Background: an optimization exercise with open tools, aiming at small area and a short achievable clock period. Do not read the settings as production practice.
Only simulation tests tie the RTL to the original design; equivalence was not proved.

$ cat flow/config.mk
export PLATFORM = sky130hd
export DESIGN_NAME = izhneuron_verilog
export DESIGN_NICKNAME = izhneuron_verilog
export VERILOG_FILES = /design/flow/design.v
export SDC_FILE = /design/flow/constraint.sdc
export NUM_CORES = 4
export LEC_CHECK = 0
export CAP_MARGIN = 20
export CORE_MARGIN = 2
export CORE_UTILIZATION = 40
export SLEW_MARGIN = 20
$ cat flow/flow/run.sh
#!/bin/bash
cp standard.sh standard.sh.log
export SETUP_SLACK_MARGIN=${FLOW_SETUP_MARGIN:-11}
export BUFFER_PORTS_ARGS="-buffer_cell sky130_fd_sc_hd__buf_2"
bash standard.sh > standard.log 2>&1
$ cat flow/standard.sh
#!/bin/bash
# synth_recipe.tcl (not shown) runs the flow's synth.tcl, then flattens the netlist and writes it again
# the make line also repeats each setting of config.mk as NAME=value (left out here)
make -C /OpenROAD-flow-scripts/flow DESIGN_CONFIG=/design/flow/config.mk WORK_HOME=/design/flow/orfs CLKGATE_MAP_FILE= SYNTH_SCRIPT=/design/flow/synth_recipe.tcl "${@:-finish}"
$ cat flow/design.v
module izhneuron_verilog(clk, rst, en, WE, Addr, AER_BUS, Weight, spike_out);
input wire clk;
input wire rst;
input wire en;
input wire WE;
input wire [3:0] Addr;
input wire [3:0] AER_BUS;
input wire [10:0] Weight;
output wire spike_out;
reg [10:0] mem0, mem1, mem2, mem3;
reg [3:0] valid;                  
reg [10:0] wout, acc, I;
reg [13:0] U, t;              
reg [10:0] rd;
reg rv;
always @(*) begin
	case (AER_BUS[1:0])
		2'd0: begin rd = mem0; rv = valid[0]; end
		2'd1: begin rd = mem1; rv = valid[1]; end
		2'd2: begin rd = mem2; rv = valid[2]; end
		default: begin rd = mem3; rv = valid[3]; end
	endcase
end
wire rsel = rv && (AER_BUS[3:2] == 2'b00);
wire [10:0] sum = acc + wout;
wire [10:0] I_next = en ? sum : I;
wire [13:0] dv = {t[13], t[13], t[13:2]} + 14'd2036 - U;      
wire [13:0] U0 = U + {{6{dv[13]}}, dv[13:6]};
wire [10:0] In = {~I[10], I[9:0]};                              
wire [10:0] Inn = {~I_next[10], I_next[9:0]};
wire c0 = t[0] ^ t[13];
wire c1 = t[1] ^ t[13];
wire c2 = t[2] ^ t[13];
wire c3 = t[3] ^ t[13];
wire c4 = t[4] ^ t[13];
wire c5 = t[5] ^ t[13];
wire c6 = t[6] ^ t[13];
wire c7 = t[7] ^ t[13];
wire c8 = t[8] ^ t[13];
wire c9 = t[9] ^ t[13];
wire c10 = t[10] ^ t[13];
wire nq = t[13] & ~t[0];
wire m1 = t[13] & c1;
wire m2 = t[13] & c2;
wire m3 = t[13] & c3;
wire m4 = t[13] & c4;
wire m5 = t[13] & c5;
wire m6 = t[13] & c6;
wire m7 = t[13] & c7;
wire m8 = t[13] & c8;
wire m9 = t[13] & c9;
wire m10 = t[13] & c10;
wire p0_1 = c0 & c1;
wire p0_2 = c0 & c2;
wire p0_3 = c0 & c3;
wire p0_4 = c0 & c4;
wire p0_5 = c0 & c5;
wire p0_6 = c0 & c6;
wire p0_7 = c0 & c7;
wire p0_8 = c0 & c8;
wire p0_9 = c0 & c9;
wire p0_10 = c0 & c10;
wire p1_2 = c1 & c2;
wire p1_3 = c1 & c3;
wire p1_4 = c1 & c4;
wire p1_5 = c1 & c5;
wire p1_6 = c1 & c6;
wire p1_7 = c1 & c7;
wire p1_8 = c1 & c8;
wire p1_9 = c1 & c9;
wire p1_10 = c1 & c10;
wire p2_3 = c2 & c3;
wire p2_4 = c2 & c4;
wire p2_5 = c2 & c5;
wire p2_6 = c2 & c6;
wire p2_7 = c2 & c7;
wire p2_8 = c2 & c8;
wire p2_9 = c2 & c9;
wire p2_10 = c2 & c10;
wire p3_4 = c3 & c4;
wire p3_5 = c3 & c5;
wire p3_6 = c3 & c6;
wire p3_7 = c3 & c7;
wire p3_8 = c3 & c8;
wire p3_9 = c3 & c9;
wire p3_10 = c3 & c10;
wire p4_5 = c4 & c5;
wire p4_6 = c4 & c6;
wire p4_7 = c4 & c7;
wire p4_8 = c4 & c8;
wire p4_9 = c4 & c9;
wire p4_10 = c4 & c10;
wire p5_6 = c5 & c6;
wire p5_7 = c5 & c7;
wire p5_8 = c5 & c8;
wire p5_9 = c5 & c9;
wire p5_10 = c5 & c10;
wire p6_7 = c6 & c7;
wire p6_8 = c6 & c8;
wire p6_9 = c6 & c9;
wire p6_10 = c6 & c10;
wire p7_8 = c7 & c8;
wire p7_9 = c7 & c9;
wire p7_10 = c7 & c10;
wire p8_9 = c8 & c9;
wire p8_10 = c8 & c10;
wire p9_10 = c9 & c10;
wire s1 = c4 ^ ~U[0];
wire k2 = c4 & ~U[0];
wire s3 = ~U[1] ^ m8;
wire k4 = ~U[1] & m8;
wire s5 = c5 ^ ~U[2] ^ m9;
wire k6 = (c5 & ~U[2]) | (c5 & m9) | (~U[2] & m9);
wire s7 = p0_9 ^ p1_8;
wire k8 = p0_9 & p1_8;
wire s9 = ~U[3] ^ m10 ^ p0_10;
wire k10 = (~U[3] & m10) | (~U[3] & p0_10) | (m10 & p0_10);
wire s11 = p1_9 ^ p2_8;
wire k12 = p1_9 & p2_8;
wire s13 = c6 ^ ~U[4] ^ p1_10;
wire k14 = (c6 & ~U[4]) | (c6 & p1_10) | (~U[4] & p1_10);
wire s15 = p2_9 ^ p3_8;
wire k16 = p2_9 & p3_8;
wire s17 = ~U[5] ^ p2_10;
wire k18 = ~U[5] & p2_10;
wire s19 = c7 ^ ~U[6];
wire k20 = c7 & ~U[6];
wire s21 = c3 ^ m5;
wire k22 = c3 & m5;
wire s23 = m6 ^ p0_6;
wire k24 = m6 & p0_6;
wire s25 = m7 ^ p0_7 ^ p1_6;
wire k26 = (m7 & p0_7) | (m7 & p1_6) | (p0_7 & p1_6);
wire s27 = p2_5 ^ p3_4;
wire k28 = p2_5 & p3_4;
wire s29 = p0_8 ^ p1_7 ^ p2_6;
wire k30 = (p0_8 & p1_7) | (p0_8 & p2_6) | (p1_7 & p2_6);
wire s31 = p3_5 ^ k2 ^ s3;
wire k32 = (p3_5 & k2) | (p3_5 & s3) | (k2 & s3);
wire s33 = p2_7 ^ p3_6 ^ p4_5;
wire k34 = (p2_7 & p3_6) | (p2_7 & p4_5) | (p3_6 & p4_5);
wire s35 = k4 ^ s7 ^ s5;
wire k36 = (k4 & s7) | (k4 & s5) | (s7 & s5);
wire s37 = p3_7 ^ p4_6 ^ k8;
wire k38 = (p3_7 & p4_6) | (p3_7 & k8) | (p4_6 & k8);
wire s39 = s11 ^ k6 ^ s9;
wire k40 = (s11 & k6) | (s11 & s9) | (k6 & s9);
wire s41 = p4_7 ^ p5_6 ^ k12;
wire k42 = (p4_7 & p5_6) | (p4_7 & k12) | (p5_6 & k12);
wire s43 = s15 ^ k10 ^ s13;
wire k44 = (s15 & k10) | (s15 & s13) | (k10 & s13);
wire s45 = p3_9 ^ p4_8 ^ p5_7;
wire k46 = (p3_9 & p4_8) | (p3_9 & p5_7) | (p4_8 & p5_7);
wire s47 = k16 ^ s17 ^ k14;
wire k48 = (k16 & s17) | (k16 & k14) | (s17 & k14);
wire s49 = p3_10 ^ p4_9 ^ p5_8;
wire k50 = (p3_10 & p4_9) | (p3_10 & p5_8) | (p4_9 & p5_8);
wire s51 = p6_7 ^ s19 ^ k18;
wire k52 = (p6_7 & s19) | (p6_7 & k18) | (s19 & k18);
wire s53 = ~U[7] ^ p4_10 ^ p5_9;
wire k54 = (~U[7] & p4_10) | (~U[7] & p5_9) | (p4_10 & p5_9);
wire s55 = p6_8 ^ k20;
wire k56 = p6_8 & k20;
wire s57 = c8 ^ ~U[8] ^ p5_10;
wire k58 = (c8 & ~U[8]) | (c8 & p5_10) | (~U[8] & p5_10);
wire s59 = p6_9 ^ p7_8;
wire k60 = p6_9 & p7_8;
wire s61 = ~U[9] ^ p6_10;
wire k62 = ~U[9] & p6_10;
wire s63 = c9 ^ ~U[10];
wire k64 = c9 & ~U[10];
wire s65 = c1 ^ m1;
wire k66 = c1 & m1;
wire s67 = c2 ^ m3;
wire k68 = c2 & m3;
wire s69 = m4 ^ p0_4;
wire k70 = m4 & p0_4;
wire s71 = p0_5 ^ p1_4 ^ p2_3;
wire k72 = (p0_5 & p1_4) | (p0_5 & p2_3) | (p1_4 & p2_3);
wire s73 = p1_5 ^ p2_4 ^ k22;
wire k74 = (p1_5 & p2_4) | (p1_5 & k22) | (p2_4 & k22);
wire s75 = s1 ^ k24 ^ s27;
wire k76 = (s1 & k24) | (s1 & s27) | (k24 & s27);
wire s77 = k28 ^ k26 ^ s29;
wire k78 = (k28 & k26) | (k28 & s29) | (k26 & s29);
wire s79 = k30 ^ s33 ^ k32;
wire k80 = (k30 & s33) | (k30 & k32) | (s33 & k32);
wire s81 = k34 ^ s37 ^ k36;
wire k82 = (k34 & s37) | (k34 & k36) | (s37 & k36);
wire s83 = k38 ^ s41 ^ k40;
wire k84 = (k38 & s41) | (k38 & k40) | (s41 & k40);
wire s85 = s45 ^ k42 ^ k44;
wire k86 = (s45 & k42) | (s45 & k44) | (k42 & k44);
wire s87 = k46 ^ s49 ^ s51;
wire k88 = (k46 & s49) | (k46 & s51) | (s49 & s51);
wire s89 = s55 ^ k50 ^ s53;
wire k90 = (s55 & k50) | (s55 & s53) | (k50 & s53);
wire s91 = s59 ^ k56 ^ k54;
wire k92 = (s59 & k56) | (s59 & k54) | (k56 & k54);
wire s93 = p7_9 ^ k60 ^ s61;
wire k94 = (p7_9 & k60) | (p7_9 & s61) | (k60 & s61);
wire s95 = p7_10 ^ p8_9 ^ s63;
wire k96 = (p7_10 & p8_9) | (p7_10 & s63) | (p8_9 & s63);
wire s97 = ~U[11] ^ p8_10;
wire k98 = ~U[11] & p8_10;
wire s99 = c10 ^ ~U[12];
wire k100 = c10 & ~U[12];
wire s101 = nq ^ p0_1;
wire k102 = nq & p0_1;
wire s103 = m2 ^ p0_2 ^ k66;
wire k104 = (m2 & p0_2) | (m2 & k66) | (p0_2 & k66);
wire s105 = p0_3 ^ p1_2 ^ s67;
wire k106 = (p0_3 & p1_2) | (p0_3 & s67) | (p1_2 & s67);
wire s107 = p1_3 ^ k68 ^ s69;
wire k108 = (p1_3 & k68) | (p1_3 & s69) | (k68 & s69);
wire s109 = k70 ^ s21 ^ s71;
wire k110 = (k70 & s21) | (k70 & s71) | (s21 & s71);
wire s111 = s23 ^ k72 ^ s73;
wire k112 = (s23 & k72) | (s23 & s73) | (k72 & s73);
wire s113 = s25 ^ k74 ^ s75;
wire k114 = (s25 & k74) | (s25 & s75) | (k74 & s75);
wire s115 = k76 ^ s31 ^ s77;
wire k116 = (k76 & s31) | (k76 & s77) | (s31 & s77);
wire s117 = k78 ^ s35 ^ s79;
wire k118 = (k78 & s35) | (k78 & s79) | (s35 & s79);
wire s119 = s39 ^ k80 ^ s81;
wire k120 = (s39 & k80) | (s39 & s81) | (k80 & s81);
wire s121 = s43 ^ k82 ^ s83;
wire k122 = (s43 & k82) | (s43 & s83) | (k82 & s83);
wire s123 = s47 ^ k84 ^ s85;
wire k124 = (s47 & k84) | (s47 & s85) | (k84 & s85);
wire s125 = k48 ^ s87 ^ k86;
wire k126 = (k48 & s87) | (k48 & k86) | (s87 & k86);
wire s127 = k52 ^ s89 ^ k88;
wire k128 = (k52 & s89) | (k52 & k88) | (s89 & k88);
wire s129 = s57 ^ k90 ^ s91;
wire k130 = (s57 & k90) | (s57 & s91) | (k90 & s91);
wire s131 = k58 ^ s93 ^ k92;
wire k132 = (k58 & s93) | (k58 & k92) | (s93 & k92);
wire s133 = k62 ^ s95 ^ k94;
wire k134 = (k62 & s95) | (k62 & k94) | (s95 & k94);
wire s135 = k64 ^ s97 ^ k96;
wire k136 = (k64 & s97) | (k64 & k96) | (s97 & k96);
wire s137 = p9_10 ^ s99 ^ k98;
wire k138 = (p9_10 & s99) | (p9_10 & k98) | (s99 & k98);
wire s139 = ~U[13] ^ k100;
wire k140 = ~U[13] & k100;
wire g141 = t[0] & 1'b0;
wire p142 = t[0] | 1'b0;
wire g143 = 1'b0 & 1'b0;
wire p144 = 1'b0 | 1'b0;
wire g145 = s101 & s65;
wire p146 = s101 | s65;
wire g147 = k102 & s103;
wire p148 = k102 | s103;
wire g149 = k104 & s105;
wire p150 = k104 | s105;
wire g151 = k106 & s107;
wire p152 = k106 | s107;
wire g153 = k108 & s109;
wire p154 = k108 | s109;
wire g155 = k110 & s111;
wire p156 = k110 | s111;
wire G157 = g143 | (p144 & g141);
wire P158 = p144 & p142;
wire G159 = g147 | (p148 & g145);
wire P160 = p148 & p146;
wire G161 = g151 | (p152 & g149);
wire P162 = p152 & p150;
wire G163 = g155 | (p156 & g153);
wire P164 = p156 & p154;
wire G165 = g145 | (p146 & G157);
wire P166 = p146 & P158;
wire G167 = G159 | (P160 & G157);
wire P168 = P160 & P158;
wire G169 = g153 | (p154 & G161);
wire P170 = p154 & P162;
wire G171 = G163 | (P164 & G161);
wire P172 = P164 & P162;
wire G173 = g149 | (p150 & G167);
wire P174 = p150 & P168;
wire G175 = G161 | (P162 & G167);
wire P176 = P162 & P168;
wire G177 = G169 | (P170 & G167);
wire P178 = P170 & P168;
wire G179 = G171 | (P172 & G167);
wire P180 = P172 & P168;
wire lc8 = G179;
wire s181 = In[0] ^ k112;
wire k182 = In[0] & k112;
wire s183 = In[1] ^ k114;
wire k184 = In[1] & k114;
wire s185 = In[2] ^ k116;
wire k186 = In[2] & k116;
wire s187 = In[3] ^ k118;
wire k188 = In[3] & k118;
wire s189 = In[4] ^ k120;
wire k190 = In[4] & k120;
wire s191 = In[5] ^ k122;
wire k192 = In[5] & k122;
wire s193 = In[6] ^ k124;
wire k194 = In[6] & k124;
wire s195 = In[7] ^ s127;
wire k196 = In[7] & s127;
wire s197 = In[8] ^ s129;
wire k198 = In[8] & s129;
wire s199 = In[9] ^ s131;
wire k200 = In[9] & s131;
wire s201 = In[10] ^ s133;
wire k202 = In[10] & s133;
wire s203 = s113 ^ s181;
wire k204 = s113 & s181;
wire s205 = s115 ^ k182 ^ s183;
wire k206 = (s115 & k182) | (s115 & s183) | (k182 & s183);
wire s207 = k184 ^ s185 ^ s117;
wire k208 = (k184 & s185) | (k184 & s117) | (s185 & s117);
wire s209 = k186 ^ s119 ^ s187;
wire k210 = (k186 & s119) | (k186 & s187) | (s119 & s187);
wire s211 = s121 ^ k188 ^ s189;
wire k212 = (s121 & k188) | (s121 & s189) | (k188 & s189);
wire s213 = s123 ^ k190 ^ s191;
wire k214 = (s123 & k190) | (s123 & s191) | (k190 & s191);
wire s215 = s125 ^ k192 ^ s193;
wire k216 = (s125 & k192) | (s125 & s193) | (k192 & s193);
wire s217 = k126 ^ s195 ^ k194;
wire k218 = (k126 & s195) | (k126 & k194) | (s195 & k194);
wire s219 = k128 ^ s197 ^ k196;
wire k220 = (k128 & s197) | (k128 & k196) | (s197 & k196);
wire s221 = k130 ^ s199 ^ k198;
wire k222 = (k130 & s199) | (k130 & k198) | (s199 & k198);
wire s223 = k132 ^ s201 ^ k200;
wire k224 = (k132 & s201) | (k132 & k200) | (s201 & k200);
wire s225 = s135 ^ k134 ^ k202;
wire k226 = (s135 & k134) | (s135 & k202) | (k134 & k202);
wire s227 = s137 ^ k136;
wire k228 = s137 & k136;
wire s229 = s139 ^ k138;
wire k230 = s139 & k138;
wire g231 = s203 & lc8;
wire x233 = s203 ^ lc8;
wire g234 = k204 & s205;
wire x236 = k204 ^ s205;
wire g237 = k206 & s207;
wire x239 = k206 ^ s207;
wire g240 = k208 & s209;
wire x242 = k208 ^ s209;
wire g243 = k210 & s211;
wire x245 = k210 ^ s211;
wire g246 = k212 & s213;
wire x248 = k212 ^ s213;
wire g249 = k214 & s215;
wire x251 = k214 ^ s215;
wire g252 = k216 & s217;
wire x254 = k216 ^ s217;
wire g255 = s219 & k218;
wire x257 = s219 ^ k218;
wire g258 = s221 & k220;
wire x260 = s221 ^ k220;
wire g261 = s223 & k222;
wire x263 = s223 ^ k222;
wire g264 = s225 & k224;
wire x266 = s225 ^ k224;
wire g267 = s227 & k226;
wire x269 = s227 ^ k226;
wire g270 = s229 & k228;
wire x272 = s229 ^ k228;
wire G273 = g234 | (x236 & g231);
wire P274 = x236 & x233;
wire G275 = g240 | (x242 & g237);
wire P276 = x242 & x239;
wire G277 = g246 | (x248 & g243);
wire P278 = x248 & x245;
wire G279 = g252 | (x254 & g249);
wire P280 = x254 & x251;
wire G281 = g258 | (x260 & g255);
wire P282 = x260 & x257;
wire G283 = g264 | (x266 & g261);
wire P284 = x266 & x263;
wire G285 = g237 | (x239 & G273);
wire P286 = x239 & P274;
wire G287 = G275 | (P276 & G273);
wire P288 = P276 & P274;
wire G289 = g249 | (x251 & G277);
wire P290 = x251 & P278;
wire G291 = G279 | (P280 & G277);
wire P292 = P280 & P278;
wire G293 = g261 | (x263 & G281);
wire P294 = x263 & P282;
wire G295 = G283 | (P284 & G281);
wire P296 = P284 & P282;
wire G297 = g243 | (x245 & G287);
wire P298 = x245 & P288;
wire G299 = G277 | (P278 & G287);
wire P300 = P278 & P288;
wire G301 = G289 | (P290 & G287);
wire P302 = P290 & P288;
wire G303 = G291 | (P292 & G287);
wire P304 = P292 & P288;
wire G305 = g267 | (x269 & G295);
wire P306 = x269 & P296;
wire G307 = g255 | (x257 & G303);
wire P308 = x257 & P304;
wire G309 = G281 | (P282 & G303);
wire P310 = P282 & P304;
wire G311 = G293 | (P294 & G303);
wire P312 = P294 & P304;
wire G313 = G295 | (P296 & G303);
wire P314 = P296 & P304;
wire G315 = G305 | (P306 & G303);
wire P316 = P306 & P304;
wire wsn = x272 ^ G315;
wire s317 = k112 ^ s113;
wire k318 = k112 & s113;
wire s319 = 1'b1 ^ k114 ^ s115;
wire k320 = (1'b1 & k114) | (1'b1 & s115) | (k114 & s115);
wire s321 = 1'b1 ^ k116 ^ s117;
wire k322 = (1'b1 & k116) | (1'b1 & s117) | (k116 & s117);
wire s323 = 1'b1 ^ k118 ^ ~dv[9];
wire k324 = (1'b1 & k118) | (1'b1 & ~dv[9]) | (k118 & ~dv[9]);
wire s325 = 1'b1 ^ ~dv[10] ^ k120;
wire k326 = (1'b1 & ~dv[10]) | (1'b1 & k120) | (~dv[10] & k120);
wire s327 = s121 ^ Inn[4];
wire k328 = s121 & Inn[4];
wire s329 = ~dv[11] ^ k122 ^ s123;
wire k330 = (~dv[11] & k122) | (~dv[11] & s123) | (k122 & s123);
wire s331 = 1'b1 ^ ~dv[12] ^ k124;
wire k332 = (1'b1 & ~dv[12]) | (1'b1 & k124) | (~dv[12] & k124);
wire s333 = s125 ^ Inn[6];
wire k334 = s125 & Inn[6];
wire s335 = s127 ^ dv[13] ^ k126;
wire k336 = (s127 & dv[13]) | (s127 & k126) | (dv[13] & k126);
wire s337 = 1'b1 ^ s129;
wire k338 = 1'b1 & s129;
wire s339 = 1'b1 ^ s131;
wire k340 = 1'b1 & s131;
wire s341 = s317 ^ ~dv[6];
wire k342 = s317 & ~dv[6];
wire s343 = k318 ^ ~dv[7] ^ s319;
wire k344 = (k318 & ~dv[7]) | (k318 & s319) | (~dv[7] & s319);
wire s345 = ~dv[8] ^ k320 ^ s321;
wire k346 = (~dv[8] & k320) | (~dv[8] & s321) | (k320 & s321);
wire s347 = s119 ^ k322 ^ s323;
wire k348 = (s119 & k322) | (s119 & s323) | (k322 & s323);
wire s349 = k324 ^ s325 ^ ~spk;
wire k350 = (k324 & s325) | (k324 & ~spk) | (s325 & ~spk);
wire s351 = k326 ^ s329 ^ Inn[5];
wire k352 = (k326 & s329) | (k326 & Inn[5]) | (s329 & Inn[5]);
wire s353 = k330 ^ s331 ^ ~spk;
wire k354 = (k330 & s331) | (k330 & ~spk) | (s331 & ~spk);
wire s355 = k332 ^ s335 ^ Inn[7];
wire k356 = (k332 & s335) | (k332 & Inn[7]) | (s335 & Inn[7]);
wire s357 = k128 ^ s337 ^ k336;
wire k358 = (k128 & s337) | (k128 & k336) | (s337 & k336);
wire s359 = k130 ^ s339 ^ k338;
wire k360 = (k130 & s339) | (k130 & k338) | (s339 & k338);
wire s361 = s133 ^ k132 ^ k340;
wire k362 = (s133 & k132) | (s133 & k340) | (k132 & k340);
wire s363 = s341 ^ lc8;
wire k364 = s341 & lc8;
wire s365 = k342 ^ s343 ^ Inn[1];
wire k366 = (k342 & s343) | (k342 & Inn[1]) | (s343 & Inn[1]);
wire s367 = k344 ^ s345 ^ Inn[2];
wire k368 = (k344 & s345) | (k344 & Inn[2]) | (s345 & Inn[2]);
wire s369 = k346 ^ s347 ^ Inn[3];
wire k370 = (k346 & s347) | (k346 & Inn[3]) | (s347 & Inn[3]);
wire s371 = k348 ^ s327 ^ s349;
wire k372 = (k348 & s327) | (k348 & s349) | (s327 & s349);
wire s373 = k328 ^ s351 ^ k350;
wire k374 = (k328 & s351) | (k328 & k350) | (s351 & k350);
wire s375 = s333 ^ k352 ^ s353;
wire k376 = (s333 & k352) | (s333 & s353) | (k352 & s353);
wire s377 = k334 ^ s355 ^ k354;
wire k378 = (k334 & s355) | (k334 & k354) | (s355 & k354);
wire s379 = s357 ^ Inn[8] ^ k356;
wire k380 = (s357 & Inn[8]) | (s357 & k356) | (Inn[8] & k356);
wire s381 = s359 ^ k358 ^ Inn[9];
wire k382 = (s359 & k358) | (s359 & Inn[9]) | (k358 & Inn[9]);
wire s383 = s361 ^ k360 ^ Inn[10];
wire k384 = (s361 & k360) | (s361 & Inn[10]) | (k360 & Inn[10]);
wire s385 = s135 ^ k134 ^ k362;
wire k386 = (s135 & k134) | (s135 & k362) | (k134 & k362);
wire s387 = s137 ^ k136;
wire k388 = s137 & k136;
wire s389 = s139 ^ k138;
wire k390 = s139 & k138;
wire g391 = s363 & Inn[0];
wire x393 = s363 ^ Inn[0];
wire g394 = k364 & s365;
wire x396 = k364 ^ s365;
wire g397 = k366 & s367;
wire x399 = k366 ^ s367;
wire g400 = k368 & s369;
wire x402 = k368 ^ s369;
wire g403 = k370 & s371;
wire x405 = k370 ^ s371;
wire g406 = k372 & s373;
wire x408 = k372 ^ s373;
wire g409 = k374 & s375;
wire x411 = k374 ^ s375;
wire g412 = k376 & s377;
wire x414 = k376 ^ s377;
wire g415 = s379 & k378;
wire x417 = s379 ^ k378;
wire g418 = s381 & k380;
wire x420 = s381 ^ k380;
wire g421 = k382 & s383;
wire x423 = k382 ^ s383;
wire g424 = s385 & k384;
wire x426 = s385 ^ k384;
wire g427 = s387 & k386;
wire x429 = s387 ^ k386;
wire g430 = s389 & k388;
wire x432 = s389 ^ k388;
wire G433 = g394 | (x396 & g391);
wire P434 = x396 & x393;
wire G435 = g400 | (x402 & g397);
wire P436 = x402 & x399;
wire G437 = g406 | (x408 & g403);
wire P438 = x408 & x405;
wire G439 = g412 | (x414 & g409);
wire P440 = x414 & x411;
wire G441 = g418 | (x420 & g415);
wire P442 = x420 & x417;
wire G443 = g424 | (x426 & g421);
wire P444 = x426 & x423;
wire G445 = g430 | (x432 & g427);
wire P446 = x432 & x429;
wire G447 = g397 | (x399 & G433);
wire P448 = x399 & P434;
wire G449 = G435 | (P436 & G433);
wire P450 = P436 & P434;
wire G451 = g409 | (x411 & G437);
wire P452 = x411 & P438;
wire G453 = G439 | (P440 & G437);
wire P454 = P440 & P438;
wire G455 = g421 | (x423 & G441);
wire P456 = x423 & P442;
wire G457 = G443 | (P444 & G441);
wire P458 = P444 & P442;
wire G459 = g403 | (x405 & G449);
wire P460 = x405 & P450;
wire G461 = G437 | (P438 & G449);
wire P462 = P438 & P450;
wire G463 = G451 | (P452 & G449);
wire P464 = P452 & P450;
wire G465 = G453 | (P454 & G449);
wire P466 = P454 & P450;
wire G467 = g427 | (x429 & G457);
wire P468 = x429 & P458;
wire G469 = G445 | (P446 & G457);
wire P470 = P446 & P458;
wire G471 = g415 | (x417 & G465);
wire P472 = x417 & P466;
wire G473 = G441 | (P442 & G465);
wire P474 = P442 & P466;
wire G475 = G455 | (P456 & G465);
wire P476 = P456 & P466;
wire G477 = G457 | (P458 & G465);
wire P478 = P458 & P466;
wire G479 = G467 | (P468 & G465);
wire P480 = P468 & P466;
wire G481 = G469 | (P470 & G465);
wire P482 = P470 & P466;
wire [13:0] y;
assign y[0] = x393 ^ 1'b0;
assign y[1] = x396 ^ g391;
assign y[2] = x399 ^ G433;
assign y[3] = x402 ^ G447;
assign y[4] = x405 ^ G449;
assign y[5] = x408 ^ G459;
assign y[6] = x411 ^ G461;
assign y[7] = x414 ^ G463;
assign y[8] = x417 ^ G465;
assign y[9] = x420 ^ G471;
assign y[10] = x423 ^ G473;
assign y[11] = x426 ^ G475;
assign y[12] = x429 ^ G477;
assign y[13] = x432 ^ G479;
wire signed [13:0] ts = t;
wire f = ts < -14'sd1285;               
wire spk = f | ~wsn;
assign spike_out = ~rst & spk;
wire g = ~y[13] & (y[12:0] > 13'd1068);
wire [13:0] U_next = U0 + {7'b0, spk, 1'b0, spk, 4'b0000};    
wire [13:0] t_next = (f | g) ? 14'd118 : y;
always @(posedge clk) begin
	if (WE && Addr[3:2] == 2'b00) begin
		case (Addr[1:0])
			2'd0: mem0 <= Weight;
			2'd1: mem1 <= Weight;
			2'd2: mem2 <= Weight;
			default: mem3 <= Weight;
		endcase
	end
	if (rst) begin
		valid <= 4'b0000;
		wout <= 11'd0; acc <= 11'd0; I <= 11'd0;
		U <= 14'd2308; t <= 14'd118;
	end else begin
		if (WE && Addr[3:2] == 2'b00) valid[Addr[1:0]] <= 1'b1;
		if (!WE) wout <= rsel ? rd : 11'd0;
		acc <= en ? 11'd0 : sum;
		I <= I_next;
		U <= U_next;
		t <= t_next;
	end
end
endmodule
$ cat flow/constraint.sdc
create_clock -name core_clock -period 21.0 [get_ports {clk}]
set_input_delay 4.2000 -clock core_clock [delete_from_list [all_inputs] [get_ports {clk}]]
set_output_delay 4.2000 -clock core_clock [all_outputs]
set_load 0.01 [all_outputs]
==> run summary <==
## what timing repair did
action,CTS,global route
setup endpoints to repair,1,1
gates resized for setup,1,15
endpoints found under the hold margin,0,0
cloned,0,0
## worst paths after layout
path	start	endpoint	slack [ns]	cells after the start
worst max-delay path	t[13]	spike_out	11.32	20
worst min-delay path	valid[2]	valid[2]	0.47	2
worst max register to register	t[13]	t[6]	12.17	31
worst min register to register	valid[2]	valid[2]	0.47	2
## sequential cells by signal (all words and copies together) (netlist names)
| name | cells |
|---|---|
| wout | 11 |
| mem1 | 11 |
| t | 14 |
| mem2 | 11 |
| mem0 | 11 |
| valid | 4 |
| I | 11 |
| acc | 11 |
| mem3 | 11 |
| U | 14 |
## final cells by class
type                       count  share of cell area
sequential                   109               0.256
inverter                     164              0.0600
multi-input combinational    623               0.602
clock inverter                 7             0.00891
timing repair buffer          24              0.0120
clock buffer                   9              0.0220
tap                          319              0.0389
## through the flow
| stage | area (um2) | hold slack [ns] | util |
|---|---|---|---|
| floorplan | 9400 | 0.435 | - |
| global placement | 9860 | 0.450 | 0.424 |
| detailed placement | 9860 | 0.458 | 0.424 |
| CTS | 10200 | 0.478 | 0.437 |
| global route | 10300 | 0.518 | 0.441 |
| finish | 10300 | 0.474 | 0.441 |
## cells by family (layout without fill, tap and decap cells)
| kind of cell | after synthesis | count (layout) | share of synthesized area |
|---|---|---|---|
| multiplexers | 22 | 22 | 0.0406 |
| buffers and inverters | 188 | 204 | 0.0759 |
| AO/OA/AOI/OAI | 121 | 121 | 0.0903 |
| flip-flops | 109 | 109 | 0.279 |
| XOR/XNOR | 51 | 51 | 0.0483 |
| adder cells (fa/ha/maj) | 216 | 216 | 0.360 |
| AND/OR/NAND/NOR | 213 | 213 | 0.106 |
## routing by layer
layer	wire length [um]	vias up
met5	0	-
met4	204	0
met3	510	14
met2	8790	81
met1	9080	2977
li1	-	3058
## worst max-delay path, stage by stage (launching register included)
cell     delay (ns)
dfxtp_4        0.44
ha_4           0.37
inv_1          0.09
fa_1           0.50
inv_1          0.05
fa_1           0.36
inv_1          0.08
fa_1           0.43
fa_1           0.56
inv_1          0.07
fa_1           0.50
inv_1          0.04
ha_1           0.30
a21oi_1        0.15
a21oi_1        0.08
nor3_1         0.18
o31ai_1        0.09
a31oi_1        0.19
xor2_1         0.34
o21ba_1        0.16
buf_2          0.12
## synthesized netlist by cell type (12+ instances only)
cell type    n  area (um2)
clkbuf_1    20        75.1
a21oi_1     26         130
mux4_2      12         270
nand2_1     28         105
dfxtp_1     65        1300
o21ai_0     15        75.1
xor2_1      21         184
xnor2_1     29         254
a21o_1      15         113
inv_1      164         616
ha_1       124        1550
o21a_1      12        90.1
edfxtp_1    44        1320
nor2_1     112         420
fa_1        91        1820
## cell usage in the layout (no fill, tap or decap), drive strengths merged, types with 16 or more instances in the layout
| master | instances |
|---|---|
| edfxtp | 44 |
| a21o | 16 |
| inv | 170 |
| xnor2 | 30 |
| nor2 | 112 |
| o21ai | 19 |
| ha | 124 |
| fa | 91 |
| nand2 | 28 |
| dfxtp | 65 |
| buf | 24 |
| xor2 | 21 |
| a21oi | 29 |
==> impl_metrics.py <==
metrics = {
    "run_status": {
        "status": "timing/DRC/antenna clean",
    },
    "synthesis": {
        "synth_area_per_cell_um2": 10.2,
        "syn-cell-area_um2": 9400,
        "netlist_instances": 920,
        "ys_ff_latch": 109,
        "synth.distinct_cells": 57,
        "synth_edf_count": 44,
        "yosys_warnings": 1,
        "syn-num-nets": 1158,
        "synthArstFlopShare": 0,
        "seq_area_frac_synth": 0.279,
        "ys.flop_type": "dfxtp_1",
    },
    "timing": {
        "setup_viol": 0,
        "drv_slew": 0,
        "fin_setup_tns_ns": 0,
        "fin_crit_sh": 0.461,
        "hold_viol": 0,
        "tightest_slew_ns": 0.918,
        "fmax_mhz": 103,
        "rsz0062_at_grt": "false",
        "worst_clock_skew_ns": 0.0126,
        "min_period_ns": 9.68,
        "worst_slack_ns": 11.32,
        "relSlewSlack": 0.385,
    },
    "detailed_routing": {
        "routed_wl_um": 18600,
        "drc": 0,
        "drtIter0Drc": 272,
        "via_count": 6130,
        "ant_nets": 0,
        "routedWlPerCell_um": 14.8,
        "via_per_inst": 4.88,
        "firstDrtPassIters": 5,
    },
    "worst_setup_path": {
        "startpoint_type": "register",
        "required_ns": 16.80,
        "crit_type": "register to output pin",
        "cp_max_fo": 14,
        "cp-end-kind": "output pin",
        "arrival_ns": 5.48,
    },
    "clock_network": {
        "postCtsHoldBufs": 0,
        "cts_buffers": 9,
        "root_buffer": "clkbuf_16",
        "postCtsSetupBuffers": 0,
        "max-clock-path-buffers": 2,
        "cts_tree": "built",
        "cts.sinks": 109,
        "clk_pin_slew_ns": 0.09,
        "h-tree-depth": 3,
        "clk_latency_ns": 0.37,
    },
    "global_route": {
        "grt_use_met1": 0.228,
        "grt_use_met3": 0.0162,
        "grt_use_met2": 0.269,
        "grt_max_degree": 48,
        "grt_overflow": 0,
        "grt_pass1_vias": 6145,
        "grt_usage": 0.162,
        "busiest_layer": "met2",
        "antenna_found_initial": 0,
        "grt_pass1_wl_um": 30900,
    },
    "final_layout": {
        "diodes": 0,
        "drive_gt1_frac": 0.0994,
        "fillCellCount": 2251,
        "stdcell_count": 1255,
        "syn2layout_area_growth_pct": 9.16,
        "final-seq-area_um2": 2630,
        "multi_input_area_um2": 6170,
        "fin_nets": 1169,
    },
    "placement": {
        "dp_hpwl_um": 15400,
        "gp_congestion": 0.843,
        "dp.cells": 1239,
        "port_buffers": 23,
        "pre_cts_ws_ns": 11.37,
    },
    "floorplanning": {
        "io_pins": 24,
        "initial_utilization": 0.404,
        "core_um2": 23300,
        "die_w_um": 157,
        "die_h_um": 157,
        "die_area_um2": 24700,
        "row_count": 56,
    },
    "job": {
        "max-cap-violations": 0,
    },
    "worst_hold_path": {
        "hp-class": "register to register",
    },
}

[what the ideal ports hide]
How much do the figures lean on ideal ports? The routed layout below was timed once more, with nothing changed but the port constraints.
Step 1: set_driving_cell puts a clkbuf_16 on clk and a buf_2 on each other input, an assumption about the parent block.
Step 2, shift: input delay + t, output delay - t, t = (earliest + latest rising clock arrival at the registers) / 2. This alone moves slack from input paths to output paths.
Slacks: ideal / step 1 / step 2; pairs: ideal / step 1.
t, ns: 0.404
setup slack, ns: 11.323 / 11.279 / 11.515
hold slack, ns: 0.474 / 0.474 / 0.474
worst setup path at the end: input to output
slew at the worst register clock pin (ns): 0.09 / 0.09
After both steps this run still meets setup and hold. The setup slack of this run moves by -0.044 ns with the drivers and by +0.192 ns with both steps.
